What follows belongs to an exercise in optimizing a design on an open flow for small area; a production flow would make more cautious choices.
Function was checked by simulation only, so behaviour that the tests miss may differ from the original.
Power and IR drop assume default switching activity.

==> flow/design.v <==
`timescale 1ns / 1ps
module line_buffer #(
    parameter DATA_WIDTH = 16,
    parameter IMG_WIDTH  = 64
)(
    input  wire                     clk,
    input  wire                     rst_n,
    input  wire [DATA_WIDTH-1:0]    pixel_in,
    input  wire                     valid_in,
    output reg  [DATA_WIDTH-1:0]    row0,   
    output reg  [DATA_WIDTH-1:0]    row1,   
    output reg  [DATA_WIDTH-1:0]    row2,   
    output reg                      valid_out
);
    (* ram_style = "block" *)
    reg [DATA_WIDTH-1:0] linebuf1 [0:IMG_WIDTH-1];
    (* ram_style = "block" *)
    reg [DATA_WIDTH-1:0] linebuf2 [0:IMG_WIDTH-1];
    reg [$clog2(IMG_WIDTH)-1:0] col;
    reg [1:0] row_cnt;
    always @(posedge clk or negedge rst_n) begin
        if (!rst_n) begin
            col       <= 0;
            row_cnt   <= 0;
            valid_out <= 0;
            row0 <= 0;
            row1 <= 0;
            row2 <= 0;
        end
        else if (valid_in) begin
            row0 <= linebuf2[col];
            row1 <= linebuf1[col];
            row2 <= pixel_in;
            linebuf2[col] <= linebuf1[col];
            linebuf1[col] <= pixel_in;
            if (col == IMG_WIDTH-1) begin
                col <= 0;
                if (row_cnt < 2)
                    row_cnt <= row_cnt + 1;
            end
            else begin
                col <= col + 1;
            end
            if (row_cnt >= 2)
                valid_out <= 1;
            else
                valid_out <= 0;
        end
        else begin
            valid_out <= 0;
        end
    end
endmodule
`timescale 1ns / 1ps
module sliding_window #(
    parameter DATA_WIDTH = 16
)(
    input  wire                     clk,
    input  wire                     rst_n,
    input  wire [DATA_WIDTH-1:0]    row0,
    input  wire [DATA_WIDTH-1:0]    row1,
    input  wire [DATA_WIDTH-1:0]    row2,
    input  wire                     valid_in,
    output reg  [DATA_WIDTH-1:0]    w00, w01, w02,
    output reg  [DATA_WIDTH-1:0]    w10, w11, w12,
    output reg  [DATA_WIDTH-1:0]    w20, w21, w22,
    output reg                      valid_out
);
    reg [1:0] col_cnt;
    reg [DATA_WIDTH-1:0] s0_0, s0_1, s0_2;
    reg [DATA_WIDTH-1:0] s1_0, s1_1, s1_2;
    reg [DATA_WIDTH-1:0] s2_0, s2_1, s2_2;
    always @(posedge clk or negedge rst_n) begin
        if (!rst_n) begin
            col_cnt   <= 0;
            valid_out <= 0;
            s0_0 <= 0; s0_1 <= 0; s0_2 <= 0;
            s1_0 <= 0; s1_1 <= 0; s1_2 <= 0;
            s2_0 <= 0; s2_1 <= 0; s2_2 <= 0;
        end
        else if (valid_in) begin
            s0_0 <= s0_1;
            s0_1 <= s0_2;
            s0_2 <= row0;
            s1_0 <= s1_1;
            s1_1 <= s1_2;
            s1_2 <= row1;
            s2_0 <= s2_1;
            s2_1 <= s2_2;
            s2_2 <= row2;
            if (col_cnt < 2)
                col_cnt <= col_cnt + 1;
            w00 <= s0_1; w01 <= s0_2; w02 <= row0;
            w10 <= s1_1; w11 <= s1_2; w12 <= row1;
            w20 <= s2_1; w21 <= s2_2; w22 <= row2;
            if (col_cnt >= 2)
                valid_out <= 1;
            else
                valid_out <= 0;
        end
        else begin
            valid_out <= 0;
        end
    end
endmodule
`timescale 1ns / 1ps
module conv_window #(
    parameter DATA_WIDTH = 16,
    parameter IMG_WIDTH  = 64
)(
    input  wire                  clk,
    input  wire                  rst_n,
    input  wire [DATA_WIDTH-1:0] pixel_in,
    input  wire                  valid_in,
    output wire [DATA_WIDTH-1:0] w00, w01, w02,
    output wire [DATA_WIDTH-1:0] w10, w11, w12,
    output wire [DATA_WIDTH-1:0] w20, w21, w22,
    output wire                  valid_out
);
    wire [DATA_WIDTH-1:0] row0, row1, row2;
    wire                  col_valid;
    line_buffer #(
        .DATA_WIDTH(DATA_WIDTH),
        .IMG_WIDTH (IMG_WIDTH)
    ) u_lb (
        .clk      (clk),
        .rst_n    (rst_n),
        .pixel_in (pixel_in),
        .valid_in (valid_in),
        .row0     (row0),
        .row1     (row1),
        .row2     (row2),
        .valid_out(col_valid)
    );
    sliding_window #(
        .DATA_WIDTH(DATA_WIDTH)
    ) u_sw (
        .clk      (clk),
        .rst_n    (rst_n),
        .row0     (row0),
        .row1     (row1),
        .row2     (row2),
        .valid_in (col_valid),
        .w00(w00), .w01(w01), .w02(w02),
        .w10(w10), .w11(w11), .w12(w12),
        .w20(w20), .w21(w21), .w22(w22),
        .valid_out(valid_out)
    );
endmodule
==> flow/run.sh <==
#!/bin/bash
# synth_recipe.tcl (not shown) runs the flow's synth.tcl, then flattens the netlist and writes it again
# the make line also repeats each setting of config.mk as NAME=value (left out here)
make -C /OpenROAD-flow-scripts/flow DESIGN_CONFIG=/design/flow/config.mk WORK_HOME=/design/flow/orfs CLKGATE_MAP_FILE= SYNTH_SCRIPT=/design/flow/synth_recipe.tcl finish
==> flow/config.mk <==
export PLATFORM = sky130hd
export DESIGN_NAME = conv_window
export DESIGN_NICKNAME = conv_window
export VERILOG_FILES = /design/flow/design.v
export SDC_FILE = /design/flow/constraint.sdc
export NUM_CORES = 8
export LEC_CHECK = 0
export CAP_MARGIN = 30
export CORE_MARGIN = 2
export CORE_UTILIZATION = 40
export SLEW_MARGIN = 30
==> flow/constraint.sdc <==
create_clock -name core_clock -period 7.0 [get_ports {clk}]
set_input_delay 1.4000 -clock core_clock [delete_from_list [all_inputs] [get_ports {clk}]]
set_output_delay 1.4000 -clock core_clock [all_outputs]
set_load 0.01 [all_outputs]
==> out/results.tsv, run 1 <==
stage	metric	value	unit
outcome	status	complete, no violations	
floorplanning	die_x	467.1	um
drt	drtIter0Drc	11702	
synth	synth_edf_count	2192	
placed_design	dpl.hpwl	211500	um
synth	synth-simple-area-share	5.954	%
critical_path	cp_slowest_stage_delay	0.66	ns
power_and_ir_drop	pwr_density_cell	450.7	mW/mm^2
placed_design	portBuffers	163	
final_layout	final_cell_area	0.1006	sq mm
critical_path	path_max_fanout	64	
sta	skew	0.08411	ns
grt	grt_max_degree	145	
drt	ant_nets	0	
synth	ys_seq_area_share	81.28	%
cts	hold_buffers	0	
critical_path	cpMaxStageDelayCell	nand4_1	
synth	synth_xor_area_share	0.06126	%
power_and_ir_drop	ir_drop	0.6131	mV
grt	antenna_found_initial	34	
synth	ys.flop_type	edfxtp_1	
cts	htreeDepth	4	
synth	synth_area	0.08579	sq mm
drt	wl_met1	122400	um
sta	fin_crit_sh	77.06	%
critical_path	worst_ep_required_time	7.57	ns
grt	grt_pass1_vias	50976	
sta	tightestPinTransition	1.180	ns
critical_path	worst_setup_path_end_kind	flop	
grt	grt_use_total	32.48	%
drt	via_per_inst	6.855	
cts	clock_sinks	2348	
floorplanning	die_y	467.1	um
critical_path	r2r-start	u_lb.col[2]	
cts	cts-root-buf	clkbuf_16	
cts	cts_buffer_depth	3	
critical_path	path_class	reg2reg	
synth	ys_seq_elements	2348	
cts	clk_latency	0.94	ns
grt	grt_pass1_wl	472100	um
critical_path	startpoint_type	flop	
final_layout	layout.nets	5211	
final_layout	final_cells	8226	
drt	wirelength	361900	um
final_layout	area_growth_syn_to_layout	17.28	%
drt	highest-signal-layer	met5	
sta	finalSetupViolCount	0	
placed_design	dp.cells	7780	
synth	synth_top_family_by_area	compound AO/OA/AOI/OAI gates	
cts	path_clk_slew	0.06	ns
cts	ctsResizeCount	0	
sta	tns	0	ns
sta	final_max_slew_viol_count	0	
drt	route.met3.wl	62280	um
placed_design	post-place-ws	1.922	ns
drt	drc	0	
cts	post_cts_buffers	0	
drt	wl_per_cell	44.00	um
synth	syn-num-nets	4778	
synth	synth-compound-area-share	9.108	%
synth	synth.mux.area_fraction	2.084	%
synth	async_flop_share	6.644	%
placed_design	place_congestion	0.9896	
synth	synth_warnings	4	
critical_path	worst-endpoint-arrival	5.97	ns
grt	overflow	0	
critical_path	reg2reg_setup_slack	1.61	ns
sta	rsz0062_at_grt	no	
power_and_ir_drop	total_power	0.04535	W
floorplanning	std_cell_rows	169	
flow_run	drv_cap	0	
synth	yosysUniqueCellTypes	74	
sta	clock.fmax	185.4	MHz
cts	cts_tree	done	
critical_path	rr_endpoint	u_lb.linebuf2[29][7]	
floorplanning	die_area	0.2182	sq mm
floorplanning	core	0.2127	sq mm
sta	hold_violations	0	
power_and_ir_drop	p_leak	32.78	nW
hold_path	hold_class	in2async	
critical_path	crit_chain	buf_4, nand3b_1, nor2_4, or4_1, nor4b_1, nand4_1, buf_12, and4b_1, nor2_4, buf_4	
drt	dr_wl_met2	147800	um
drt	dr.pass1.iters	7	
final_layout	n_fill_cell	17816	
drt	vias	56388	
synth	syn_avg_cell_area	18.05	sq um
sta	min_period	5.395	ns
placed_design	placed_cell_area	0.09327	sq mm
sta	slew_headroom	21.33	%
sta	setup_ws	1.605	ns
synth	syn_inst	4754	
cts	cts_buffers	225	
final_layout	layout-drive-gt1-share	18.63	%
floorplanning	pin_count	164	
floorplanning	initial_core_util	40.33	%
synth	synthAdderAreaFrac	0.07293	%
critical_path	r2r_cells	10	
-- per-stage QoR --
step | hold slack (ns) | util (%)
final | 0.3972 | 47.30
after global routing | 0.3876 | 47.27
after CTS | 0.3662 | 47.24
after detailed placement | 0.4309 | 43.85
after global placement | 0.4292 | 43.78
after floorplan | 0.4211 | -
-- routing by layer --
layer | global-route usage, % | up-vias
met5 | 0 | -
met4 | 20.70 | 32
met3 | 12.95 | 1375
met2 | 45.32 | 5855
met1 | 42.04 | 28511
li1 | - | 20615
-- cells in the mapped netlist, drive strengths merged, types with 41 or more instances --
cell type,instances,area share [%]
nand4,160,1.2
dfrtp,156,4.6
clkbuf,203,0.89
a221oi,54,0.55
nand2,123,0.54
a22oi,639,5.6
nor2,106,0.47
nand3,173,1.0
mux2,140,1.9
buf,84,0.52
nor4,41,0.31
a22o,83,0.85
nor3,105,0.62
edfxtp,2192,77
and3,127,0.93
-- worst max-delay path by stage --
stage,start,end,slack [ns],depth (start not counted)
after floorplan,valid_in,u_lb.linebuf1[0][0],1.55,3
after global placement,u_lb.col[1],u_lb.linebuf2[3][9],1.91,11
after detailed placement,u_lb.col[0],u_lb.linebuf2[38][9],1.92,11
after CTS,u_lb.col[0],u_lb.linebuf2[11][9],1.87,11
after global routing,u_lb.col[4],u_lb.linebuf2[37][8],1.71,12
final,u_lb.col[2],u_lb.linebuf2[29][7],1.61,10
-- placed cells by master (no fill, tap or decap), drive strengths merged, types with 41 or more instances in the layout --
master         Yosys  layout
clkinv             0     102
dfrtp            156     156
a221oi            54      54
nor3             105     105
clkbuf           203     295
and3             127     127
mux2             140     140
buf               84     347
nor2             106     106
nand4            160     160
nand2            123     123
edfxtp          2192    2192
a22oi            639     639
nand3            173     173
a22o              83      83
clkdlybuf4s50      0     145
nor4              41      41
-- registers in the layout (all words and copies together) (netlist names), 2 cells and up --
signal and cells:
u_lb.linebuf1 1024, u_lb.linebuf2 1024, u_lb.row0 16, u_lb.row1 16, u_lb.row2 16, u_sw.s0_1 16, u_sw.s0_2 16, u_sw.s1_1 16
u_sw.s1_2 16, u_sw.s2_1 16, u_sw.s2_2 16, u_sw.w00 16, u_sw.w01 16, u_sw.w02 16, u_sw.w10 16, u_sw.w11 16
u_sw.w12 16, u_sw.w20 16, u_sw.w21 16, u_sw.w22 16, u_lb.col 6, u_lb.row_cnt 2, u_sw.col_cnt 2
-- cells by family after synthesis --
| logic type | Yosys count |
|---|---|
| flops | 2348 |
| fa+ha+maj | 5 |
| compound gates | 1009 |
| simple gates | 933 |
| xor+xnor | 6 |
| buf+inv | 295 |
| mux | 158 |
-- cell type report --
cell class                      count  area (sq um)  area share, %
Tap cell                         2821          3530          3.508
Clock inverter                    129          1181          1.174
Multi-Input combinational cell   2111         15830          15.73
Antenna cell                       22         55.05        0.05472
Clock buffer                      294          6051          6.014
Sequential cell                  2348         69740          69.31
Timing Repair Buffer              493          4197          4.171
Inverter                            8         30.03        0.02985
-- power by group --
| group | internal, W | switching [W] |
|---|---|---|
| registers | 0.0205 | 0.000392 |
| logic | 0.00240 | 0.0101 |
| clock network | 0.00653 | 0.00544 |
-- worst max-delay path: cells and delay by family, from the launching register on --
| kind | cells | cell delay (ns) |
|---|---|---|
| AND/OR/NAND/NOR | 7 | 2.92 |
| buffers and inverters | 3 | 1.29 |
| flip-flops | 1 | 0.62 |
==> run 2, diff against run 1 <==
==> flow/design.v (replaced) <==
`timescale 1ns / 1ps
module line_buffer #(
    parameter DATA_WIDTH = 16,
    parameter IMG_WIDTH  = 64
)(
    input  wire                  clk,
    input  wire [DATA_WIDTH-1:0] pixel_in,
    input  wire                  valid_in,
    output wire [DATA_WIDTH-1:0] w01, w02,
    output wire [DATA_WIDTH-1:0] w10, w11, w12,
    output wire [DATA_WIDTH-1:0] w20, w21, w22,
    output wire [DATA_WIDTH-1:0] tap_last      
);
    localparam DEPTH = 2*IMG_WIDTH + 2;
    reg [DATA_WIDTH-1:0] sr [0:DEPTH-1];
    integer k;
    always @(posedge clk) begin
        if (valid_in) begin
            sr[0] <= pixel_in;
            for (k = 1; k < DEPTH; k = k + 1)
                sr[k] <= sr[k-1];
        end
    end
    assign w22 = sr[0];
    assign w21 = sr[1];
    assign w20 = sr[2];
    assign w12 = sr[IMG_WIDTH];
    assign w11 = sr[IMG_WIDTH+1];
    assign w10 = sr[IMG_WIDTH+2];
    assign w02 = sr[2*IMG_WIDTH];
    assign w01 = sr[2*IMG_WIDTH+1];
    assign tap_last = sr[2*IMG_WIDTH+1];
endmodule
`timescale 1ns / 1ps
module sliding_window #(
    parameter DATA_WIDTH = 16,
    parameter IMG_WIDTH  = 64
)(
    input  wire                  clk,
    input  wire                  rst_n,
    input  wire                  valid_in,
    input  wire [DATA_WIDTH-1:0] tap_last,
    output reg  [DATA_WIDTH-1:0] w00,
    output reg                   valid_out
);
    localparam FIRST = 2*IMG_WIDTH + 2;    
    reg [7:0] cnt;
    wire      full = (cnt == FIRST);
    always @(posedge clk)
        w00 <= tap_last;
    always @(posedge clk or negedge rst_n) begin
        if (!rst_n) begin
            cnt       <= 0;
            valid_out <= 0;
        end else begin
            if (valid_in && !full)
                cnt <= cnt + 1'b1;
            valid_out <= valid_in && full;
        end
    end
endmodule
`timescale 1ns / 1ps
module conv_window #(
    parameter DATA_WIDTH = 16,
    parameter IMG_WIDTH  = 64
)(
    input  wire                  clk,
    input  wire                  rst_n,
    input  wire [DATA_WIDTH-1:0] pixel_in,
    input  wire                  valid_in,
    output wire [DATA_WIDTH-1:0] w00, w01, w02,
    output wire [DATA_WIDTH-1:0] w10, w11, w12,
    output wire [DATA_WIDTH-1:0] w20, w21, w22,
    output wire                  valid_out
);
    wire [DATA_WIDTH-1:0] tap_last;
    line_buffer #(
        .DATA_WIDTH(DATA_WIDTH),
        .IMG_WIDTH (IMG_WIDTH)
    ) u_lb (
        .clk      (clk),
        .pixel_in (pixel_in),
        .valid_in (valid_in),
        .w01(w01), .w02(w02),
        .w10(w10), .w11(w11), .w12(w12),
        .w20(w20), .w21(w21), .w22(w22),
        .tap_last (tap_last)
    );
    sliding_window #(
        .DATA_WIDTH(DATA_WIDTH),
        .IMG_WIDTH (IMG_WIDTH)
    ) u_sw (
        .clk      (clk),
        .rst_n    (rst_n),
        .valid_in (valid_in),
        .tap_last (tap_last),
        .w00      (w00),
        .valid_out(valid_out)
    );
endmodule
--- a/flow/config.mk
+++ b/flow/config.mk
@@ -8,4 +8,5 @@
 export CAP_MARGIN = 30
 export CORE_MARGIN = 2
 export CORE_UTILIZATION = 40
+export CTS_BUF_LIST = sky130_fd_sc_hd__clkbuf_8
 export SLEW_MARGIN = 30
==> out/results.tsv, run 2 <==
stage	metric	value	unit	change
final_layout	area_growth_syn_to_layout	16.96	%	
floorplanning	std_cell_rows	145		-14%
final_layout	layout.nets	2697		-48%
floorplanning	initial_core_util	40.38	%	+0.049 points
synth	syn-num-nets	2154		-55%
synth	ys_seq_area_share	99.67	%	+18 points
final_layout	final_common_cell	edfxtp_1		
synth	syn_avg_cell_area	29.64	sq um	+64%
placed_design	portBuffers	163		unchanged
drt	via_per_inst	4.391		-36%
synth	syn_inst	2133		-55%
sta	skew	0.05429	ns	-0.02983 ns
final_layout	n_fill_cell	12572		-29%
synth	synth-compound-area-share	0.05146	%	-9.1 points
hold_path	hold_depth	0		
sta	tns	0	ns	unchanged
synth	synth_xor_area_share	0.08313	%	+0.022 points
drt	ant_nets	0		unchanged
synth	yosysMostFrequentCell	edfxtp_1		
synth	ys.flop_type	edfxtp_1		
final_layout	largest_register	u_lb.sr		
critical_path	worst_setup_path_end_kind	primary output		
drt	drc	0		unchanged
flow_run	drv_cap	0		unchanged
critical_path	path_max_fanout	2		-97%
critical_path	crit_chain	clkdlybuf4s50_1		
grt	grt_max_degree	189		+30%
drt	dr.pass1.iters	5		-2
cts	clk_latency	0.96	ns	+0.02 ns
drt	wirelength	77740	um	-79%
sta	fin_crit_sh	49.30	%	-28 points
grt	overflow	0		unchanged
synth	synthAdderAreaFrac	0.03958	%	-0.033 points
synth	synth_top_family_by_area	simple AND/OR/NAND/NOR gates		
final_layout	final_cell_mix	edfxtp_1 (2080), clkbuf_8 (357), clkdlybuf4s50_1 (162)		
sta	finalSetupViolCount	0		unchanged
synth	synth_area	0.06322	sq mm	-26%
drt	vias	21843		-61%
synth	ys_seq_elements	2105		-10%
drt	drtIter0Drc	1981		-83%
cts	cts_buffer_depth	4		+1
final_layout	largest_reg_flops	2080		
grt	antenna_found_initial	2		-94%
critical_path	worst_ep_required_time	5.60	ns	-1.97 ns
final_layout	final_cells	4974		-40%
sta	final_max_slew_viol_count	0		unchanged
grt	grt_use_total	9.430	%	-23 points
cts	htreeDepth	5		+1
final_layout	area.sequential	0.06301	sq mm	-9.7%
sta	clock.fmax	289.8	MHz	+56%
sta	tightestPinTransition	0.9167	ns	-0.2633 ns
cts	clock_sinks	2105		-10%
cts	cts-root-buf	clkbuf_8		
power_and_ir_drop	ir_drop	0.1931	mV	-69%
floorplanning	core	0.1566	sq mm	-26%
critical_path	path_class	reg2out		
power_and_ir_drop	pwr_density_cell	334.8	mW/mm^2	-26%
critical_path	cp_num_buf_inv	1		-2
critical_path	crit_family	buffers and inverters		
grt	grt_pass1_vias	22710		-55%
final_layout	layout-drive-gt1-share	15.63	%	-3.0 points
floorplanning	pin_count	164		unchanged
synth	synth_top_area_share	98.80	%	+22 points
floorplanning	die_x	401.5	um	-14%
power_and_ir_drop	p_leak	25.04	nW	-24%
critical_path	critical_path_cell_count	1		-9
critical_path	r2r_cells	5		-5
sta	min_period	3.451	ns	-1.944 ns
floorplanning	die_y	401.5	um	-14%
critical_path	cp_slowest_stage_delay	0.76	ns	+0.10 ns
critical_path	worst-endpoint-arrival	2.05	ns	-3.92 ns
synth	synth.mux.area_fraction	0.01583	%	-2.1 points
synth	yosysTopAreaCell	edfxtp_1		
critical_path	cpMaxStageDelayCell	clkdlybuf4s50_1		
critical_path	startpoint_type	flop		
drt	wl_per_cell	15.63	um	-64%
cts	path_clk_slew	0.06	ns	about the same
placed_design	dp.cells	4383		-44%
placed_design	dpl.hpwl	30990	um	-85%
cts	cts_tree	done		
outcome	status	complete, no violations		
floorplanning	die_area	0.1612	sq mm	-26%
cts	cts_buffers	347		+54%
synth	yosysUniqueCellTypes	17		-77%
cts	post_cts_buffers	0		unchanged
sta	slew_headroom	38.88	%	+18 points
synth	yosys-top-cells-area	edfxtp_1 (99%), dfxtp_1 (0.51%), dfrtp_1 (0.36%)		
sta	rsz0062_at_grt	no		
power_and_ir_drop	total_power	0.02476	W	-45%
grt	grt_pass1_wl	123000	um	-74%
synth	synth_common_cells	edfxtp_1 (2080), dfxtp_1 (16), dfrtp_1 (9)		
final_layout	reg_top3	u_lb.sr: 2080 flops, u_sw.w00: 16 flops, u_sw.cnt: 8 flops		
synth	synth_warnings	3		-1
placed_design	place_congestion	0.7214		-27%
cts	ctsResizeCount	0		unchanged
synth	synth_edf_count	2080		-5.1%
hold_path	hold_class	reg2reg		
final_layout	multi_input_area	200.2	sq um	-99%
cts	hold_buffers	0		unchanged
synth	async_flop_share	0.4276	%	-6.2 points
sta	hold_violations	0		unchanged
synth	synth-simple-area-share	0.1267	%	-5.8 points
[run 2: cell types whose count changed after synthesis, sizes merged, moves of 83 or more]
| cell | previous run | this run |
|---|---|---|
| a22o | 83 | 0 |
| nor3 | 105 | 0 |
| mux2 | 140 | 0 |
| nand3 | 173 | 0 |
| edfxtp | 2192 | 2080 |
| a22oi | 639 | 0 |
| dfrtp | 156 | 9 |
| nand4 | 160 | 4 |
| and3 | 127 | 0 |
| buf | 84 | 0 |
| nand2 | 123 | 3 |
| nor2 | 106 | 3 |
| clkbuf | 203 | 0 |
[run 2: final timing paths]
check | start | to | slack [ns]
worst min-delay path | u_lb.sr[16][3] | u_lb.sr[17][3] | 0.37
worst min register to register | u_lb.sr[16][3] | u_lb.sr[17][3] | 0.37
max in group asynchronous | rst_n | u_sw.cnt[4] | 5.95
min in group asynchronous | rst_n | u_sw.cnt[6] | 0.74
worst max-delay path | u_lb.sr[64][9] | w12[9] | 3.55
worst max register to register | u_sw.cnt[0] | u_sw.cnt[1] | 5.26
[run 2: where the power goes]
group / internal, W / switching (W) / total, W
Clock: 0.00500 / 0.00452 / 0.00952
Combinational: 0.000109 / 0.000266 / 0.000375
Sequential: 0.0147 / 0.000205 / 0.0149
[run 2: cell families after synthesis]
kind of cell,Yosys count
DFF,2105
and+or+nand+nor,14
xor gates and xnor gates,6
buffers and inverters,3
AOI/OAI and AO/OA,2
adders and majority gates,2
muxes,1
[run 2: routing by layer]
layer / up-vias / share of wire, % / global-route usage [%]
met5: - / 0 / 0
met4: 0 / 3.9 / 5.376
met3: 277 / 6.1 / 3.553
met2: 546 / 42 / 12.44
met1: 11144 / 48 / 13.35
li1: 9876 / - / -
[run 2: layout make-up]
type	count	share of cell area [%]
flip-flops and latches	2105	85.22
diodes	4	0.01354
multi-input cells	25	0.2708
inverters	3	0.01523
clock inverters	228	1.582
repair buffers	194	2.774
well taps	2058	3.483
clock buffers	357	6.646
[run 2: per-stage QoR]
stage | instance area (sq um) | setup WS, ns | util (%) | hold WS [ns]
floorplan | 63220 | 5.084 | - | 0.4003
global placement | 67780 | 3.509 | 43.29 | 0.3518
detailed placement | 67780 | 3.415 | 43.29 | 0.3568
CTS | 73870 | 3.324 | 47.18 | 0.3698
global route | 73940 | 3.245 | 47.22 | 0.3781
finish | 73940 | 3.549 | 47.22 | 0.3673
==> run 3, diff against run 2 <==
--- a/flow/config.mk
+++ b/flow/config.mk
@@ -9,4 +9,6 @@
 export CORE_MARGIN = 2
 export CORE_UTILIZATION = 40
 export CTS_BUF_LIST = sky130_fd_sc_hd__clkbuf_8
+export CTS_CLUSTER_DIAMETER = 60
+export CTS_CLUSTER_SIZE = 20
 export SLEW_MARGIN = 30
==> out/results.tsv, run 3 <==
stage	metric	value	unit	change
flow_run	drv_cap	0		unchanged
floorplanning	die_y	401.5	um	unchanged
cts	post_cts_buffers	0		unchanged
synth	syn-num-nets	2154		unchanged
cts	cts_buffer_depth	3		-1
cts	clk_latency	0.85	ns	-0.11 ns
final_layout	layout.nets	2494		-7.5%
drt	drtIter0Drc	2167		+9.4%
placed_design	place_congestion	0.7214		unchanged
drt	via_per_inst	4.444		+1.2%
sta	fin_crit_sh	48.19	%	-1.1 points
critical_path	startpoint_type	flop		
sta	hold_violations	0		unchanged
synth	synth_area	0.06322	sq mm	unchanged
drt	wl_per_cell	15.66	um	+0.22%
synth	yosysUniqueCellTypes	17		unchanged
synth	ys_seq_area_share	99.67	%	unchanged
cts	ctsResizeCount	0		unchanged
synth	yosysMostFrequentCell	edfxtp_1		
synth	yosys-top-cells-area	edfxtp_1 (99%), dfxtp_1 (0.51%), dfrtp_1 (0.36%)		
sta	skew	0.02661	ns	-0.02767 ns
cts	cts-root-buf	clkbuf_8		
synth	syn_avg_cell_area	29.64	sq um	unchanged
floorplanning	pin_count	164		unchanged
final_layout	area_growth_syn_to_layout	12.25	%	
grt	grt_use_total	8.734	%	-0.70 points
critical_path	cp_num_buf_inv	1		unchanged
cts	cts_tree	done		
grt	antenna_found_initial	2		unchanged
placed_design	portBuffers	163		unchanged
synth	synth_top_area_share	98.80	%	unchanged
drt	dr.pass1.iters	4		-1
drt	drc	0		unchanged
final_layout	largest_register	u_lb.sr		
final_layout	area.sequential	0.06301	sq mm	unchanged
critical_path	path_class	reg2out		
power_and_ir_drop	clockPowerShare	30.2	%	-8.3 points
sta	tightestPinTransition	0.9767	ns	+0.05994 ns
synth	async_flop_share	0.4276	%	unchanged
critical_path	cpMaxStageDelayCell	clkdlybuf4s50_1		
final_layout	n_fill_cell	12723		+1.2%
synth	ys.flop_type	edfxtp_1		
critical_path	reg2reg_setup_slack	5.24	ns	-0.02 ns
critical_path	path_max_fanout	2		unchanged
grt	overflow	0		unchanged
cts	hold_buffers	0		unchanged
cts	clock_sinks	2105		unchanged
power_and_ir_drop	combinationalPowerShare	1.7	%	+0.2 points
drt	ant_nets	0		unchanged
drt	vias	20564		-5.9%
final_layout	layout-drive-gt1-share	9.856	%	-5.8 points
power_and_ir_drop	ir_drop	0.1766	mV	-8.6%
placed_design	dpl.hpwl	30990	um	unchanged
cts	htreeDepth	4		-1
sta	slew_headroom	34.89	%	-4.0 points
cts	cts_buffers	145		-58%
critical_path	cp_slowest_stage_delay	0.77	ns	about the same
floorplanning	die_area	0.1612	sq mm	unchanged
power_and_ir_drop	p_seq_share	68.1	%	+8.1 points
critical_path	worst_setup_path_end_kind	primary output		
final_layout	largest_reg_flops	2080		unchanged
synth	synth_common_cells	edfxtp_1 (2080), dfxtp_1 (16), dfrtp_1 (9)		
critical_path	crit_chain	clkdlybuf4s50_1		
final_layout	multi_input_area	200.2	sq um	unchanged
synth	yosysTopAreaCell	edfxtp_1		
power_and_ir_drop	pwr_density_cell	306.7	mW/mm^2	-8.4%
synth	synth_warnings	3		unchanged
floorplanning	std_cell_rows	145		unchanged
power_and_ir_drop	intPower	0.01739	W	-12%
final_layout	final_cells	4627		-7.0%
critical_path	worst_ep_required_time	5.60	ns	about the same
sta	tns	0	ns	unchanged
grt	grt_pass1_vias	20570		-9.4%
final_layout	reg_top3	u_lb.sr: 2080 flops, u_sw.w00: 16 flops, u_sw.cnt: 8 flops		
power_and_ir_drop	p_leak	23.19	nW	-7.4%
power_and_ir_drop	switching_share	20.08	%	-0.079 points
sta	final_max_slew_viol_count	0		unchanged
power_and_ir_drop	switchingPower	0.004370	W	-12%
synth	synth_edf_count	2080		unchanged
placed_design	dp.cells	4383		unchanged
floorplanning	core	0.1566	sq mm	unchanged
synth	syn_inst	2133		unchanged
grt	grt_pass1_wl	114300	um	-7.0%
cts	path_clk_slew	0.12	ns	+0.06 ns
final_layout	final_cell_mix	edfxtp_1 (2080), clkdlybuf4s50_1 (162), clkbuf_8 (150)		
critical_path	crit_family	buffers and inverters		
floorplanning	initial_core_util	40.38	%	unchanged
drt	wirelength	72470	um	-6.8%
grt	grt_max_degree	189		unchanged
final_layout	final_common_cell	edfxtp_1		
floorplanning	die_x	401.5	um	unchanged
synth	ys_seq_elements	2105		unchanged
sta	min_period	3.373	ns	-0.07792 ns
hold_path	hold_class	reg2reg		
outcome	status	complete, no violations		
sta	finalSetupViolCount	0		unchanged
critical_path	worst-endpoint-arrival	1.97	ns	-0.08 ns
sta	rsz0062_at_grt	no		
sta	clock.fmax	296.5	MHz	+2.3%
## run 3: final cells by class
class / count / share of cell area, %
diodes: 2 / 0.007053
clock buffers: 150 / 2.909
clock inverters: 91 / 1.520
inverters: 3 / 0.01587
multi-input cells: 25 / 0.2821
flip-flops and latches: 2105 / 88.79
well taps: 2058 / 3.629
repair buffers: 193 / 2.851
## run 3: final timing paths
path                                 start     endpoint  depth (start not counted)
min in group asynchronous            rst_n  u_sw.cnt[1]                          1
max in group asynchronous            rst_n  u_sw.cnt[2]                          1
hold reg to reg            u_lb.sr[129][3]  u_sw.w00[3]                          0
setup / recovery            u_lb.sr[64][9]       w12[9]                          1
hold / removal             u_lb.sr[129][3]  u_sw.w00[3]                          0
setup reg to reg               u_sw.cnt[0]  u_sw.cnt[1]                          5
## run 3: per-stage QoR
stage / hold slack [ns] / power (W) / cell area, sq um / utilization [%] / setup slack, ns
6_report: 0.3693 / 0.02176 / 70960 / 45.32 / 3.627
5_1_grt: 0.3977 / 0.02271 / 70960 / 45.32 / 3.321
4_1_cts: 0.3771 / 0.02219 / 70930 / 45.30 / 3.399
3_5_place_dp: 0.3568 / 0.01549 / 67780 / 43.29 / 3.415
3_3_place_gp: 0.3518 / 0.01545 / 67780 / 43.29 / 3.509
2_1_floorplan: 0.4003 / 0.01504 / 63220 / - / 5.084
## run 3: power groups by stage
stage,clock network [W],registers (W),logic [W]
2_1_floorplan,0,0.0150,0.000000300
3_3_place_gp,0,0.0151,0.000364
3_5_place_dp,0,0.0151,0.000385
4_1_cts,0.00696,0.0148,0.000382
5_1_grt,0.00739,0.0149,0.000412
6_report,0.00656,0.0148,0.000372
## run 3: cells by family after synthesis
logic type	after synthesis	share of synthesized area (%)
mux	1	0.01583
simple gates	14	0.1267
flops	2105	99.67
compound gates	2	0.05146
fa+ha+maj	2	0.03958
xor+xnor	6	0.08313
buf+inv	3	0.01781
## run 3: layer usage
metal,track usage [%],vias to the layer above,share of wire [%]
met5,0,-,0
met4,3.588,0,2.8
met3,2.764,162,5.3
met2,11.87,378,42
met1,13.00,10712,50
li1,-,9312,-
==> run 4, diff against run 3 <==
--- a/flow/config.mk
+++ b/flow/config.mk
@@ -8,7 +8,7 @@
 export CAP_MARGIN = 30
 export CORE_MARGIN = 2
 export CORE_UTILIZATION = 40
-export CTS_BUF_LIST = sky130_fd_sc_hd__clkbuf_8
+export CTS_BUF_LIST = sky130_fd_sc_hd__clkbuf_16
 export CTS_CLUSTER_DIAMETER = 60
-export CTS_CLUSTER_SIZE = 20
+export CTS_CLUSTER_SIZE = 35
 export SLEW_MARGIN = 30
==> out/results.tsv, run 4 <==
stage	metric	value	unit	change
outcome	status	complete, no violations		
sta	hold_violations	0		unchanged
floorplanning	die_area	0.1612	sq mm	unchanged
critical_path	startpoint_type	flop		
critical_path	reg2reg_setup_slack	5.25	ns	about the same
drt	wl_per_cell	15.57	um	-0.57%
power_and_ir_drop	pwr_density_cell	327.6	mW/mm^2	+6.8%
cts	cts_buffers	135		-6.9%
cts	cts-root-buf	clkbuf_16		
synth	syn_avg_cell_area	29.64	sq um	unchanged
synth	yosysMostFrequentCell	edfxtp_1		
grt	grt_pass1_wl	113800	um	-0.46%
critical_path	worst_setup_path_end_kind	primary output		
drt	dr.pass1.iters	4		unchanged
floorplanning	pin_count	164		unchanged
final_layout	area_growth_syn_to_layout	14.93	%	
drt	vias	20518		-0.22%
grt	grt_max_degree	189		unchanged
cts	ctsResizeCount	0		unchanged
critical_path	cp_slowest_stage_delay	0.77	ns	about the same
grt	antenna_found_initial	0		-2
sta	final_max_slew_viol_count	0		unchanged
synth	synth_edf_count	2080		unchanged
hold_path	hold_class	reg2reg		
sta	rsz0062_at_grt	no		
cts	htreeDepth	4		unchanged
placed_design	placed_cell_area	0.06778	sq mm	unchanged
critical_path	r2r-start	u_sw.cnt[0]		
cts	cts_tree	done		
drt	wirelength	72180	um	-0.40%
synth	yosysTopAreaCell	edfxtp_1		
synth	async_flop_share	0.4276	%	unchanged
final_layout	largest_register	u_lb.sr		
critical_path	path_class	reg2out		
synth	synth_area	0.06322	sq mm	unchanged
grt	overflow	0		unchanged
final_layout	final_cell_mix	edfxtp_1 (2080), clkdlybuf4s50_1 (162), clkbuf_16 (137)		
synth	syn_inst	2133		unchanged
critical_path	critical_path_cell_count	1		unchanged
sta	tightestPinTransition	1.006	ns	+0.02931 ns
floorplanning	initial_core_util	40.38	%	unchanged
critical_path	cp_num_buf_inv	1		unchanged
cts	path_clk_slew	0.09	ns	-0.03 ns
final_layout	largest_reg_flops	2080		unchanged
final_layout	final_common_cell	edfxtp_1		
final_layout	n_fill_cell	12567		-1.2%
critical_path	worst-endpoint-arrival	1.89	ns	-0.08 ns
grt	grt_use_total	8.683	%	-0.051 points
placed_design	place_congestion	0.7214		unchanged
critical_path	crit_family	buffers and inverters		
final_layout	layout.nets	2484		-0.40%
synth	ys_seq_elements	2105		unchanged
synth	syn-num-nets	2154		unchanged
final_layout	diodes	0		-2
sta	fin_crit_sh	46.94	%	-1.2 points
cts	hold_buffers	0		unchanged
flow_run	drv_cap	0		unchanged
critical_path	cp-startpoint	u_lb.sr[64][9]		
synth	ys.flop_type	edfxtp_1		
sta	min_period	3.286	ns	-0.08705 ns
sta	skew	0.02767	ns	+0.001063 ns
sta	tns	0	ns	unchanged
critical_path	r2r_cells	5		unchanged
critical_path	worst_ep_required_time	5.60	ns	about the same
final_layout	reg_top3	u_lb.sr: 2080 flops, u_sw.w00: 16 flops, u_sw.cnt: 8 flops		
drt	drc	0		unchanged
drt	ant_nets	0		unchanged
final_layout	final_cell_area	0.07265	sq mm	+2.4%
power_and_ir_drop	p_leak	23.92	nW	+3.2%
floorplanning	die_x	401.5	um	unchanged
critical_path	crit_chain	clkdlybuf4s50_1		
placed_design	dpl.hpwl	30990	um	unchanged
synth	synth_common_cells	edfxtp_1 (2080), dfxtp_1 (16), dfrtp_1 (9)		
cts	post_cts_buffers	0		unchanged
critical_path	rr_endpoint	u_sw.cnt[1]		
floorplanning	std_cell_rows	145		unchanged
synth	yosys-top-cells-area	edfxtp_1 (99%), dfxtp_1 (0.51%), dfrtp_1 (0.36%)		
synth	yosysUniqueCellTypes	17		unchanged
sta	finalSetupViolCount	0		unchanged
placed_design	portBuffers	163		unchanged
synth	synth_top_area_share	98.80	%	unchanged
cts	cts_buffer_depth	3		unchanged
critical_path	cpMaxStageDelayCell	clkdlybuf4s50_1		
floorplanning	core	0.1566	sq mm	unchanged
final_layout	layout-drive-gt1-share	10.44	%	+0.58 points
sta	clock.fmax	304.3	MHz	+2.6%
cts	clk_latency	0.76	ns	-0.09 ns
power_and_ir_drop	total_power	0.02380	W	+9.4%
drt	drtIter0Drc	2028		-6.4%
critical_path	critical_path.endpoint	w12[9]		
floorplanning	die_y	401.5	um	unchanged
sta	slew_headroom	32.93	%	-2.0 points
power_and_ir_drop	ir_drop	0.2419	mV	+37%
cts	clock_sinks	2105		unchanged
grt	grt_pass1_vias	20542		-0.14%
critical_path	path_max_fanout	2		unchanged
synth	ys_seq_area_share	99.67	%	unchanged
drt	via_per_inst	4.427		-0.40%
synth	synth_warnings	3		unchanged
[run 4: cell counts after synthesis]
No cell type changed its count.
[run 4: cell families after synthesis]
kind of cell	synth area share, %
xor gates and xnor gates	0.08313
DFF	99.67
buffers and inverters	0.01781
muxes	0.01583
and+or+nand+nor	0.1267
AOI/OAI and AO/OA	0.05146
adders and majority gates	0.03958
[run 4: worst min path at each step]
stage,from,endpoint,depth (start not counted)
6_report,u_lb.sr[129][3],u_sw.w00[3],0
5_1_grt,u_lb.sr[129][13],u_sw.w00[13],0
4_1_cts,u_lb.sr[129][5],u_sw.w00[5],0
3_5_place_dp,u_lb.sr[129][7],u_sw.w00[7],0
3_3_place_gp,u_lb.sr[129][8],u_sw.w00[8],0
2_1_floorplan,u_lb.sr[99][0],u_lb.sr[100][0],0
[run 4: per-layer routing]
metal | vias to the layer above | track usage [%] | wire length, um | share of wire (%)
met5 | - | 0 | 0 | 0
met4 | 0 | 3.734 | 2238 | 3.1
met3 | 152 | 2.621 | 3332 | 4.6
met2 | 334 | 11.79 | 30340 | 42
met1 | 10652 | 12.95 | 36270 | 50
li1 | 9380 | - | - | -
[run 4: final cells by class]
type	count	area [sq um]	share of cell area (%)
clock buffers	137	3428	4.719
inverters	3	11.26	0.01550
well taps	2058	2575	3.544
clock inverters	114	1411	1.943
flip-flops and latches	2105	63010	86.72
repair buffers	193	2023	2.785
multi-input cells	25	200.2	0.2755
[run 4: worst reg2reg max path: stages (launching register included)]
cell	delay, ns
dfrtp_1	0.45
inv_1	0.08
ha_1	0.13
or4b_4	0.48
o41ai_4	0.28
mux2i_1	0.25
[run 4: report_power, final]
part / leakage [nW] / total [W] / switching (W) / internal, W
sequential: 20.6 / 0.0148 / 0.000202 / 0.0146
combinational: 0.945 / 0.000373 / 0.000265 / 0.000107
clock: 2.37 / 0.00860 / 0.00449 / 0.00412
[run 4: stage by stage]
| step | setup slack (ns) | hold slack (ns) | utilization, % | cells |
|---|---|---|---|---|
| floorplan | 5.084 | 0.4003 | - | 2133 |
| global placement | 3.509 | 0.3518 | 43.29 | 4383 |
| detailed placement | 3.415 | 0.3568 | 43.29 | 4383 |
| CTS | 3.559 | 0.3803 | 46.38 | 4634 |
| global route | 3.473 | 0.3954 | 46.40 | 4635 |
| finish | 3.714 | 0.3752 | 46.40 | 4635 |
==> run 5, diff against run 4 <==
--- a/flow/config.mk
+++ b/flow/config.mk
@@ -8,7 +8,4 @@
 export CAP_MARGIN = 30
 export CORE_MARGIN = 2
 export CORE_UTILIZATION = 40
-export CTS_BUF_LIST = sky130_fd_sc_hd__clkbuf_16
-export CTS_CLUSTER_DIAMETER = 60
-export CTS_CLUSTER_SIZE = 35
 export SLEW_MARGIN = 30
==> out/results.tsv, run 5 <==
stage	metric	value	unit	change
critical_path	worst_ep_required_time	5.60	ns	about the same
cts	cts_buffer_depth	3		unchanged
final_layout	diodes	0		unchanged
grt	busiest_layer	met1		
sta	final_max_slew_viol_count	0		unchanged
critical_path	cp_slowest_stage_delay	0.77	ns	about the same
floorplanning	die_y	401.5	um	unchanged
hold_path	hold_class	reg2reg		
cts	htreeDepth	4		unchanged
sta	hold_violations	0		unchanged
critical_path	cpMaxStageDelayCell	clkdlybuf4s50_1		
final_layout	area_growth_syn_to_layout	18.17	%	
grt	grt_max_degree	189		unchanged
placed_design	portBuffers	163		unchanged
critical_path	cp_num_buf_inv	1		unchanged
power_and_ir_drop	total_power	0.02613	W	+9.8%
critical_path	startpoint_type	flop		
drt	wirelength	74150	um	+2.7%
floorplanning	die_x	401.5	um	unchanged
cts	cts_tree	done		
power_and_ir_drop	ir_drop	0.2587	mV	+7.0%
drt	vias	21060		+2.6%
sta	fin_crit_sh	47.09	%	+0.15 points
synth	yosysMostFrequentCell	edfxtp_1		
drt	ant_nets	0		unchanged
outcome	status	complete, no violations		
synth	async_flop_share	0.4276	%	unchanged
synth	ys_seq_elements	2105		unchanged
critical_path	path_max_fanout	2		unchanged
grt	antenna_found_initial	0		unchanged
power_and_ir_drop	pwr_density_cell	349.8	mW/mm^2	+6.8%
synth	yosysUniqueCellTypes	17		unchanged
final_layout	largest_register	u_lb.sr		
synth	synth_common_cells	edfxtp_1 (2080), dfxtp_1 (16), dfrtp_1 (9)		
power_and_ir_drop	p_leak	24.89	nW	+4.1%
cts	ctsResizeCount	0		unchanged
drt	via_per_inst	4.410		-0.39%
final_layout	final_cells	4776		+3.0%
sta	tns	0	ns	unchanged
final_layout	reg_top3	u_lb.sr: 2080 flops, u_sw.w00: 16 flops, u_sw.cnt: 8 flops		
cts	hold_buffers	0		unchanged
critical_path	worst_setup_path_end_kind	primary output		
synth	synth_top_area_share	98.80	%	unchanged
synth	ys.flop_type	edfxtp_1		
synth	syn-num-nets	2154		unchanged
critical_path	cp-startpoint	u_lb.sr[64][9]		
final_layout	layout.nets	2557		+2.9%
sta	finalSetupViolCount	0		unchanged
synth	synth_warnings	3		unchanged
grt	use_met1	13.25	%	+0.30 points
grt	grt_pass1_wl	117900	um	+3.6%
floorplanning	pin_count	164		unchanged
flow_run	drv_cap	0		unchanged
final_layout	largest_reg_flops	2080		unchanged
final_layout	final_cell_mix	edfxtp_1 (2080), clkbuf_16 (208), clkdlybuf4s50_1 (162)		
cts	path_clk_slew	0.06	ns	-0.03 ns
critical_path	crit_chain	clkdlybuf4s50_1		
cts	post_cts_buffers	0		unchanged
critical_path	crit_family	buffers and inverters		
sta	slew_headroom	36.50	%	+3.6 points
synth	synth_area	0.06322	sq mm	unchanged
floorplanning	die_area	0.1612	sq mm	unchanged
floorplanning	core	0.1566	sq mm	unchanged
synth	syn_avg_cell_area	29.64	sq um	unchanged
cts	clk_latency	0.83	ns	+0.07 ns
critical_path	r2r-start	u_sw.cnt[0]		
final_layout	layout-drive-gt1-share	12.44	%	+2.0 points
grt	overflow	0		unchanged
cts	cts_buffers	208		+54%
critical_path	worst-endpoint-arrival	1.90	ns	about the same
sta	tightestPinTransition	0.9525	ns	-0.05346 ns
grt	grt_use_total	9.005	%	+0.32 points
placed_design	dpl.hpwl	30990	um	unchanged
synth	yosysTopAreaCell	edfxtp_1		
grt	grt_use_met2	12.04	%	+0.25 points
drt	dr.pass1.iters	5		+1
synth	ys_seq_area_share	99.67	%	unchanged
sta	clock.fmax	303.4	MHz	-0.31%
grt	grt_pass1_vias	21380		+4.1%
placed_design	place_congestion	0.7214		unchanged
synth	yosys-top-cells-area	edfxtp_1 (99%), dfxtp_1 (0.51%), dfrtp_1 (0.36%)		
floorplanning	initial_core_util	40.38	%	unchanged
drt	drtIter0Drc	1979		-2.4%
cts	clock_sinks	2105		unchanged
floorplanning	std_cell_rows	145		unchanged
placed_design	dp.cells	4383		unchanged
cts	cts-root-buf	clkbuf_16		
sta	rsz0062_at_grt	no		
synth	syn_inst	2133		unchanged
final_layout	final_common_cell	edfxtp_1		
hold_path	worstHoldStart	u_lb.sr[129][5]		
sta	min_period	3.296	ns	+0.01029 ns
drt	wl_per_cell	15.53	um	-0.31%
critical_path	path_class	reg2out		
grt	grt.met3_usage	3.187	%	+0.57 points
drt	drc	0		unchanged
sta	skew	0.05059	ns	+0.02291 ns
synth	synth_edf_count	2080		unchanged
## run 5: cell types whose count changed in the layout (fill, tap and decap cells not counted), sizes merged
cell and change:
bufinv +13, clkinvlp +6, inv -51, clkbuf +113
clkinv +60
## run 5: logic make-up (layout without fill, tap and decap cells)
kind of cell | count (synthesis) | after routing | synth area share [%]
muxes | 1 | 1 | 0.01583
adders and majority gates | 2 | 2 | 0.03958
and+or+nand+nor | 14 | 14 | 0.1267
buffers and inverters | 3 | 588 | 0.01781
DFF | 2105 | 2105 | 99.67
xor gates and xnor gates | 6 | 6 | 0.08313
AOI/OAI and AO/OA | 2 | 2 | 0.05146
## run 5: path summary, 6_finish.rpt
kind / endpoint / slack [ns] / cells past startpoint
worst max-delay path: w12[9] / 3.70 / 1
worst min-delay path: u_sw.w00[5] / 0.37 / 0
worst max register to register: u_sw.cnt[1] / 5.25 / 5
worst min register to register: u_sw.w00[5] / 0.37 / 0
max in group asynchronous: u_sw.cnt[5] / 5.82 / 1
min in group asynchronous: u_sw.cnt[4] / 0.89 / 1
## run 5: stage by stage
stage / area, sq um / setup slack, ns / hold slack (ns) / util, %
3_5_place_dp: 67780 / 3.415 / 0.3568 / 43.29
2_1_floorplan: 63220 / 5.084 / 0.4003 / -
3_3_place_gp: 67780 / 3.509 / 0.3518 / 43.29
6_report: 74700 / 3.704 / 0.3695 / 47.71
5_1_grt: 74700 / 3.460 / 0.3828 / 47.71
4_1_cts: 74670 / 3.547 / 0.3715 / 47.69
## run 5: final cells by class
| type | instances | area [sq um] |
|---|---|---|
| Clock buffer | 250 | 5413 |
| Clock inverter | 142 | 1475 |
| Fill cell | 12411 | 81870 |
| Inverter | 3 | 11.26 |
| Multi-Input combinational cell | 25 | 200.2 |
| Sequential cell | 2105 | 63010 |
| Tap cell | 2058 | 2575 |
| Timing Repair Buffer | 193 | 2023 |
## run 5: power by group
group          switching, W  internal (W)
Combinational      0.000265      0.000107
Clock               0.00464       0.00627
Sequential         0.000203        0.0147
Total               0.00511        0.0210
## run 5: layer usage
metal  vias to the layer above  routed length, um
li1                       9554                  -
met1                     10887              36570
met2                       432              31110
met3                       187               4288
met4                         0               2178
met5                         -                  0
==> run 6, diff against run 5 <==
--- a/flow/config.mk
+++ b/flow/config.mk
@@ -7,5 +7,8 @@
 export LEC_CHECK = 0
 export CAP_MARGIN = 30
 export CORE_MARGIN = 2
-export CORE_UTILIZATION = 40
+export CORE_UTILIZATION = 70
+export CTS_BUF_LIST = sky130_fd_sc_hd__clkbuf_8
+export CTS_CLUSTER_DIAMETER = 40
+export CTS_CLUSTER_SIZE = 20
 export SLEW_MARGIN = 30
==> out/results.tsv, run 6 <==
stage	metric	value	unit	change
sta	setup_ws	3.629	ns	-0.07455 ns
placed_design	post-place-ws	3.427	ns	+0.01255 ns
floorplanning	die_x	304.5	um	-24%
critical_path	rr_endpoint	u_sw.cnt[1]		
final_layout	final_common_cell	edfxtp_1		
synth	ys.flop_type	edfxtp_1		
cts	clock_sinks	2105		unchanged
grt	antenna_found_initial	1		+1
critical_path	worst-endpoint-arrival	1.97	ns	+0.07 ns
floorplanning	die_y	304.5	um	-24%
hold_path	hold_path_end	u_sw.w00[7]		
drt	drc	0		unchanged
synth	syn-num-nets	2154		unchanged
drt	ant_nets	0		unchanged
flow_run	drv_cap	0		unchanged
floorplanning	std_cell_rows	110		-24%
final_layout	final_cell_mix	edfxtp_1 (2080), clkbuf_8 (179), clkdlybuf4s50_1 (162)		
synth	ys_seq_elements	2105		unchanged
grt	grt_pass1_wl	106100	um	-10%
final_layout	final_cells	3816		-20%
drt	dr.pass1.iters	5		unchanged
power_and_ir_drop	total_power	0.02264	W	-13%
hold_path	hold_class	reg2reg		
cts	ctsResizeCount	0		unchanged
critical_path	cp_slowest_stage_delay	0.79	ns	+0.02 ns
critical_path	path_class	reg2out		
placed_design	dpl.hpwl	28830	um	-7.0%
cts	cts_buffers	171		-18%
grt	grt_max_degree	219		+16%
sta	hold_violations	0		unchanged
synth	ys_seq_area_share	99.67	%	unchanged
cts	cts_buffer_depth	3		unchanged
critical_path	reg2reg_setup_slack	5.27	ns	+0.02 ns
sta	min_period	3.371	ns	+0.07455 ns
critical_path	crit_chain	clkdlybuf4s50_1		
power_and_ir_drop	ir_drop	0.2898	mV	+12%
grt	overflow	0		unchanged
floorplanning	pin_count	164		unchanged
power_and_ir_drop	p_leak	23.56	nW	-5.4%
cts	cts_tree	done		
power_and_ir_drop	pwr_density_cell	320.0	mW/mm^2	-8.5%
cts	post_cts_buffers	0		unchanged
hold_path	hold_depth	0		unchanged
synth	yosysTopAreaCell	edfxtp_1		
drt	wirelength	68800	um	-7.2%
critical_path	r2r-start	u_sw.cnt[0]		
drt	drtIter0Drc	1950		-1.5%
critical_path	cpMaxStageDelayCell	clkdlybuf4s50_1		
grt	grt_use_total	14.63	%	+5.6 points
critical_path	startpoint_type	flop		
synth	syn_inst	2133		unchanged
final_layout	layout.nets	2513		-1.7%
critical_path	path_max_fanout	2		unchanged
floorplanning	core	0.08974	sq mm	-43%
sta	skew	0.03065	ns	-0.01993 ns
sta	finalSetupViolCount	0		unchanged
final_layout	layout-drive-gt1-share	12.39	%	-0.045 points
synth	yosys-top-cells-area	edfxtp_1 (99%), dfxtp_1 (0.51%), dfrtp_1 (0.36%)		
synth	syn_avg_cell_area	29.64	sq um	unchanged
sta	slew_headroom	34.18	%	-2.3 points
drt	vias	20566		-2.3%
hold_path	worstHoldStart	u_lb.sr[129][7]		
sta	final_max_slew_viol_count	0		unchanged
critical_path	worst_setup_path_end_kind	primary output		
drt	wl_per_cell	18.03	um	+16%
grt	grt_pass1_vias	19750		-7.6%
sta	tns	0	ns	unchanged
synth	synth_warnings	3		unchanged
cts	hold_buffers	0		unchanged
synth	synth_top_area_share	98.80	%	unchanged
final_layout	n_fill_cell	4234		-66%
cts	cts-root-buf	clkbuf_8		
final_layout	largest_register	u_lb.sr		
synth	synth_edf_count	2080		unchanged
outcome	status	complete, no violations		
floorplanning	die_area	0.09273	sq mm	-42%
sta	fin_crit_sh	48.15	%	+1.1 points
synth	async_flop_share	0.4276	%	unchanged
cts	htreeDepth	4		unchanged
final_layout	reg_top3	u_lb.sr: 2080 flops, u_sw.w00: 16 flops, u_sw.cnt: 8 flops		
critical_path	cp_num_buf_inv	1		unchanged
final_layout	largest_reg_flops	2080		unchanged
cts	path_clk_slew	0.09	ns	+0.03 ns
floorplanning	initial_core_util	70.45	%	+30 points
synth	yosysUniqueCellTypes	17		unchanged
critical_path	r2r_cells	5		unchanged
placed_design	dp.cells	3493		-20%
cts	clk_latency	0.85	ns	+0.02 ns
sta	rsz0062_at_grt	no		
sta	tightestPinTransition	0.9873	ns	+0.03481 ns
final_layout	area_growth_syn_to_layout	11.95	%	
critical_path	worst_ep_required_time	5.60	ns	about the same
placed_design	portBuffers	163		unchanged
critical_path	crit_family	buffers and inverters		
synth	yosysMostFrequentCell	edfxtp_1		
placed_design	place_congestion	0.7052		-2.2%
drt	via_per_inst	5.389		+22%
synth	synth_common_cells	edfxtp_1 (2080), dfxtp_1 (16), dfrtp_1 (9)		
synth	synth_area	0.06322	sq mm	unchanged
sta	clock.fmax	296.7	MHz	-2.2%
## run 6: changes by cell type in the layout (fill, tap and decap cells not counted), sizes merged
cell	before	now
inv	7	53
clkinv	110	49
bufinv	19	21
clkinvlp	9	21
clkbuf	250	179
diode	0	1
buf	31	24
## run 6: worst max path at each step
stage | from | end | slack (ns) | cells after the start
3_5_place_dp | valid_in | u_lb.sr[128][1] | 3.43 | 2
6_report | u_lb.sr[64][7] | w12[7] | 3.63 | 1
5_1_grt | u_lb.sr[64][7] | w12[7] | 3.44 | 1
3_3_place_gp | valid_in | u_sw.cnt[2] | 3.54 | 5
4_1_cts | u_lb.sr[64][7] | w12[7] | 3.49 | 1
2_1_floorplan | valid_in | u_sw.cnt[2] | 5.08 | 3
## run 6: per-stage QoR
stage	hold slack [ns]	cell area, sq um	utilization [%]
finish	0.3741	70770	78.87
global placement	0.3498	66620	74.24
detailed placement	0.3522	66620	74.24
CTS	0.3762	70710	78.80
global route	0.3814	70770	78.87
floorplan	0.4003	63220	-
## run 6: where the power goes
part	leakage, nW	switching, W	internal, W
combinational	0.920	0.000262	0.000106
clock	2.03	0.00406	0.00338
sequential	20.6	0.000207	0.0146
total	23.6	0.00453	0.0181
## run 6: layout make-up
type	count	area [sq um]	area share [%]
diodes	1	2.502	0.003536
clock buffers	179	2464	3.481
multi-input cells	25	200.2	0.2829
flip-flops and latches	2105	63010	89.03
inverters	3	11.26	0.01591
clock inverters	141	1622	2.291
well taps	1176	1471	2.079
repair buffers	186	1994	2.818
## run 6: kinds of logic after synthesis
family                     after synthesis  synth area share, %
adders and majority gates                2              0.03958
AOI/OAI and AO/OA                        2              0.05146
DFF                                   2105                99.67
muxes                                    1              0.01583
and+or+nand+nor                         14               0.1267
buffers and inverters                    3              0.01781
xor gates and xnor gates                 6              0.08313
## run 6: routing by layer
metal | part of all wire, % | routed length, um | global-route usage (%)
met1 | 50 | 34310 | 23.54
met2 | 43 | 29590 | 19.83
met3 | 4.7 | 3216 | 3.824
met4 | 2.5 | 1691 | 5.906
met5 | 0 | 0 | 0
==> run 7, diff against run 6 <==
--- a/flow/config.mk
+++ b/flow/config.mk
@@ -9,6 +9,6 @@
 export CORE_MARGIN = 2
 export CORE_UTILIZATION = 70
 export CTS_BUF_LIST = sky130_fd_sc_hd__clkbuf_8
-export CTS_CLUSTER_DIAMETER = 40
-export CTS_CLUSTER_SIZE = 20
+export CTS_CLUSTER_DIAMETER = 50
+export CTS_CLUSTER_SIZE = 24
 export SLEW_MARGIN = 30
==> out/results.tsv, run 7 <==
stage	metric	value	unit	change
grt	overflow	0		unchanged
drt	drc	0		unchanged
drt	wirelength	66720	um	-3.0%
floorplanning	die_x	304.5	um	unchanged
sta	final_max_slew_viol_count	0		unchanged
sta	finalSetupViolCount	0		unchanged
final_layout	n_fill_cell	4306		+1.7%
final_layout	final_cell_mix	edfxtp_1 (2080), clkdlybuf4s50_1 (162), clkbuf_8 (145)		
cts	post_cts_buffers	0		unchanged
synth	ys.flop_type	edfxtp_1		
floorplanning	core	0.08974	sq mm	unchanged
cts	htreeDepth	4		unchanged
placed_design	portBuffers	163		unchanged
synth	yosysUniqueCellTypes	17		unchanged
synth	synth_common_cells	edfxtp_1 (2080), dfxtp_1 (16), dfrtp_1 (9)		
synth	synth_area	0.06322	sq mm	unchanged
cts	ctsResizeCount	0		unchanged
drt	dr.pass1.iters	7		+2
grt	grt_pass1_vias	19412		-1.7%
floorplanning	die_y	304.5	um	unchanged
synth	synth_edf_count	2080		unchanged
critical_path	cp_slowest_stage_delay	0.76	ns	-0.03 ns
drt	vias	20250		-1.5%
critical_path	reg2reg_setup_slack	5.25	ns	-0.02 ns
cts	cts-root-buf	clkbuf_8		
final_layout	final_cells	3744		-1.9%
sta	min_period	3.328	ns	-0.04305 ns
synth	ys_seq_area_share	99.67	%	unchanged
outcome	status	complete, no violations		
power_and_ir_drop	ir_drop	0.2247	mV	-22%
placed_design	dpl.hpwl	28830	um	unchanged
drt	wl_per_cell	17.82	um	-1.2%
critical_path	cpMaxStageDelayCell	clkdlybuf4s50_1		
critical_path	cp_num_buf_inv	1		unchanged
synth	syn-num-nets	2154		unchanged
synth	syn_avg_cell_area	29.64	sq um	unchanged
cts	clock_sinks	2105		unchanged
sta	tightestPinTransition	0.9832	ns	-0.004135 ns
critical_path	worst-endpoint-arrival	1.93	ns	-0.04 ns
final_layout	largest_register	u_lb.sr		
grt	grt_use_total	14.27	%	-0.36 points
sta	fin_crit_sh	47.54	%	-0.62 points
synth	yosysMostFrequentCell	edfxtp_1		
sta	clock.fmax	300.5	MHz	+1.3%
floorplanning	std_cell_rows	110		unchanged
synth	synth_warnings	3		unchanged
synth	synth_top_area_share	98.80	%	unchanged
floorplanning	initial_core_util	70.45	%	unchanged
cts	hold_buffers	0		unchanged
synth	syn_inst	2133		unchanged
power_and_ir_drop	p_leak	23.12	nW	-1.9%
sta	skew	0.02862	ns	-0.002039 ns
grt	grt_max_degree	219		unchanged
critical_path	startpoint_type	flop		
critical_path	worst_ep_required_time	5.60	ns	about the same
drt	drtIter0Drc	1981		+1.6%
floorplanning	die_area	0.09273	sq mm	unchanged
placed_design	dp.cells	3493		unchanged
cts	cts_tree	done		
final_layout	layout.nets	2483		-1.2%
cts	cts_buffer_depth	3		unchanged
cts	cts_buffers	141		-18%
critical_path	worst_setup_path_end_kind	primary output		
drt	ant_nets	0		unchanged
synth	yosys-top-cells-area	edfxtp_1 (99%), dfxtp_1 (0.51%), dfrtp_1 (0.36%)		
hold_path	hold_class	reg2reg		
placed_design	placed_cell_area	0.06662	sq mm	unchanged
critical_path	path_class	reg2out		
synth	ys_seq_elements	2105		unchanged
floorplanning	pin_count	164		unchanged
grt	antenna_found_initial	1		unchanged
critical_path	path_max_fanout	2		unchanged
final_layout	largest_reg_flops	2080		unchanged
critical_path	crit_family	buffers and inverters		
final_layout	area_growth_syn_to_layout	10.45	%	
placed_design	place_congestion	0.7052		unchanged
sta	tns	0	ns	unchanged
sta	slew_headroom	34.45	%	+0.28 points
synth	yosysTopAreaCell	edfxtp_1		
cts	path_clk_slew	0.11	ns	+0.02 ns
final_layout	reg_top3	u_lb.sr: 2080 flops, u_sw.w00: 16 flops, u_sw.cnt: 8 flops		
sta	hold_violations	0		unchanged
power_and_ir_drop	pwr_density_cell	308.6	mW/mm^2	-3.5%
final_layout	final_common_cell	edfxtp_1		
drt	via_per_inst	5.409		+0.36%
cts	clk_latency	0.82	ns	-0.03 ns
grt	grt_pass1_wl	103800	um	-2.2%
final_layout	layout-drive-gt1-share	9.973	%	-2.4 points
critical_path	crit_chain	clkdlybuf4s50_1		
final_layout	final_cell_area	0.06983	sq mm	-1.3%
flow_run	drv_cap	0		unchanged
synth	async_flop_share	0.4276	%	unchanged
sta	rsz0062_at_grt	no		
run 7: cell type report:
cell class                 instances  area (sq um)  area share, %
tap                             1176          1471          2.107
antenna                            1         2.502       0.003584
clock buffer                     145          1996          2.858
sequential                      2105         63010          90.23
multi-input combinational         25         200.2         0.2867
inverter                           3         11.26        0.01613
clock inverter                   103          1145          1.640
timing repair buffer             186          1994          2.856
run 7: path summary, 6_finish.rpt:
| check | endpoint | depth (start not counted) | startpoint |
|---|---|---|---|
| setup / recovery | w12[7] | 1 | u_lb.sr[64][7] |
| hold / removal | u_sw.w00[13] | 0 | u_lb.sr[129][13] |
| setup reg to reg | u_sw.cnt[1] | 5 | u_sw.cnt[0] |
| hold reg to reg | u_sw.w00[13] | 0 | u_lb.sr[129][13] |
| max in group asynchronous | u_sw.cnt[5] | 1 | rst_n |
| min in group asynchronous | u_sw.cnt[3] | 1 | rst_n |
run 7: logic make-up (layout without fill, tap and decap cells):
kind of cell	Yosys count	in the layout	share of synthesized area, %
flip-flops	2105	2105	99.67
other	0	1	0
adder cells (fa/ha/maj)	2	2	0.03958
multiplexers	1	1	0.01583
XOR/XNOR	6	6	0.08313
AO/OA/AOI/OAI	2	2	0.05146
AND/OR/NAND/NOR	14	14	0.1267
buffers and inverters	3	437	0.01781
run 7: where the power goes:
group          internal [W]  switching (W)  leakage [nW]  total [W]
logic              0.000106       0.000261         0.920   0.000367
clock network       0.00268        0.00368          1.59    0.00635
registers            0.0146       0.000205          20.6     0.0148
total                0.0174        0.00414          23.1     0.0215
run 7: routing by layer:
metal,global-route usage (%),up-vias,part of all wire (%)
met5,0,-,0
met2,19.30,357,43
li1,-,9321,-
met3,3.630,110,4.5
met4,5.227,0,2.1
met1,23.34,10462,50
run 7: per-stage QoR:
stage,worst slack (ns),hold slack [ns],total power [W],utilization [%]
after floorplan,5.084,0.4003,0.01504,-
after global placement,3.535,0.3498,0.01545,74.24
after detailed placement,3.427,0.3522,0.01548,74.24
after CTS,3.500,0.3793,0.02187,77.74
after global routing,3.435,0.3849,0.02239,77.81
final,3.672,0.3767,0.02155,77.81
==> run 8, diff against run 7 <==
--- a/flow/config.mk
+++ b/flow/config.mk
@@ -5,10 +5,10 @@
 export SDC_FILE = /design/flow/constraint.sdc
 export NUM_CORES = 8
 export LEC_CHECK = 0
-export CAP_MARGIN = 30
+export CAP_MARGIN = 0
 export CORE_MARGIN = 2
 export CORE_UTILIZATION = 70
 export CTS_BUF_LIST = sky130_fd_sc_hd__clkbuf_8
 export CTS_CLUSTER_DIAMETER = 50
 export CTS_CLUSTER_SIZE = 24
-export SLEW_MARGIN = 30
+export SLEW_MARGIN = 0
==> out/results.tsv, run 8 <==
stage	metric	value	unit	change
outcome	status	complete, no violations		
synth	synth_area	0.06322	sq mm	unchanged
final_layout	largest_register	u_lb.sr		
drt	dr.pass1.iters	5		-2
sta	min_period	3.318	ns	-0.009590 ns
floorplanning	die_x	304.5	um	unchanged
sta	tightestPinTransition	1.121	ns	+0.1379 ns
placed_design	place_congestion	0.7052		unchanged
cts	cts_tree	done		
grt	grt_use_met2	19.35	%	+0.053 points
cts	clk_latency	0.81	ns	about the same
final_layout	layout.nets	2482		-0.040%
placed_design	dp.cells	3493		unchanged
grt	antenna_found_initial	1		unchanged
synth	synth-compound-area-share	0.05146	%	unchanged
hold_path	worstHoldStart	u_lb.sr[129][3]		
floorplanning	pin_count	164		unchanged
grt	overflow	0		unchanged
critical_path	cp-startpoint	u_lb.sr[64][7]		
grt	grt_max_degree	219		unchanged
synth	synth_common_cells	edfxtp_1 (2080), dfxtp_1 (16), dfrtp_1 (9)		
floorplanning	std_cell_rows	110		unchanged
cts	ctsResizeCount	0		unchanged
critical_path	cpMaxStageDelayCell	clkdlybuf4s50_1		
cts	cts_buffers	142		+0.71%
grt	grt_pass1_wl	104100	um	+0.31%
floorplanning	die_y	304.5	um	unchanged
power_and_ir_drop	pwr_density_cell	306.8	mW/mm^2	-0.60%
power_and_ir_drop	total_power	0.02137	W	-0.84%
sta	fin_crit_sh	47.40	%	-0.14 points
flow_run	drv_cap	0		unchanged
critical_path	path_class	reg2out		
sta	slew_headroom	25.26	%	-9.2 points
sta	tns	0	ns	unchanged
synth	syn_inst	2133		unchanged
floorplanning	core	0.08974	sq mm	unchanged
synth	synth-simple-area-share	0.1267	%	unchanged
final_layout	final_cell_mix	edfxtp_1 (2080), clkdlybuf4s50_1 (162), clkbuf_8 (148)		
floorplanning	die_area	0.09273	sq mm	unchanged
cts	cts_buffer_depth	3		unchanged
synth	synth_top_family_by_area	simple AND/OR/NAND/NOR gates		
grt	grt_use_total	14.30	%	+0.032 points
critical_path	worst_ep_required_time	5.60	ns	about the same
sta	final_max_slew_viol_count	0		unchanged
placed_design	portBuffers	163		unchanged
synth	ys_seq_elements	2105		unchanged
cts	clock_sinks	2105		unchanged
synth	synth_warnings	3		unchanged
cts	cts-root-buf	clkbuf_8		
run 8: worst paths after layout:
check,endpoint,slack (ns),depth (start not counted)
max reg2reg,u_sw.cnt[1],5.25,5
max in group asynchronous,u_sw.cnt[3],5.86,1
min,u_sw.w00[3],0.36,0
min reg2reg,u_sw.w00[3],0.36,0
min in group asynchronous,u_sw.valid_out,0.86,1
max,w12[7],3.68,1
run 8: layout make-up:
| type | instances | area, sq um |
|---|---|---|
| Sequential cell | 2105 | 63010 |
| Clock inverter | 104 | 1001 |
| Clock buffer | 148 | 2037 |
| Timing Repair Buffer | 184 | 1932 |
| Fill cell | 4371 | 20080 |
| Tap cell | 1176 | 1471 |
| Inverter | 3 | 11.26 |
| Multi-Input combinational cell | 25 | 200.2 |
| Antenna cell | 1 | 2.502 |
run 8: cell families after synthesis:
logic type / Yosys count
xor gates and xnor gates: 6
buffers and inverters: 3
muxes: 1
AOI/OAI and AO/OA: 2
adders and majority gates: 2
DFF: 2105
and+or+nand+nor: 14
run 8: stage by stage:
| step | util, % | hold WS [ns] |
|---|---|---|
| 6_report | 77.63 | 0.3584 |
| 3_3_place_gp | 74.24 | 0.3498 |
| 2_1_floorplan | - | 0.4003 |
| 3_5_place_dp | 74.24 | 0.3522 |
| 4_1_cts | 77.63 | 0.3703 |
| 5_1_grt | 77.63 | 0.3699 |
run 8: power breakdown:
| group | total (W) | leakage [nW] | switching (W) | internal [W] |
|---|---|---|---|---|
| Combinational | 0.000362 | 0.892 | 0.000260 | 0.000102 |
| Clock | 0.00618 | 1.55 | 0.00366 | 0.00251 |
| Sequential | 0.0148 | 20.6 | 0.000204 | 0.0146 |
| Total | 0.0214 | 23.1 | 0.00413 | 0.0172 |
run 8: worst register-to-register path, stage by stage, from the launching register on:
cell     delay (ns)
dfrtp_1        0.47
inv_1          0.09
ha_1           0.14
or4b_4         0.48
o41ai_4        0.29
mux2i_1        0.22
run 8: layer usage:
| layer | wire [um] | vias to the layer above | share of wire, % |
|---|---|---|---|
| li1 | - | 9307 | - |
| met1 | 33920 | 10354 | 51 |
| met2 | 28570 | 337 | 43 |
| met3 | 2775 | 106 | 4.2 |
| met4 | 1541 | 0 | 2.3 |
| met5 | 0 | - | 0 |

Re-timed with assumed drivers on the ports (clkbuf_16 on the clock, buf_2 on other inputs), run 8 has 3.614 ns of setup slack against 3.682 ns with ideal ports, and 3.334 ns once port delays also move by the mid clock arrival of 0.867 ns.
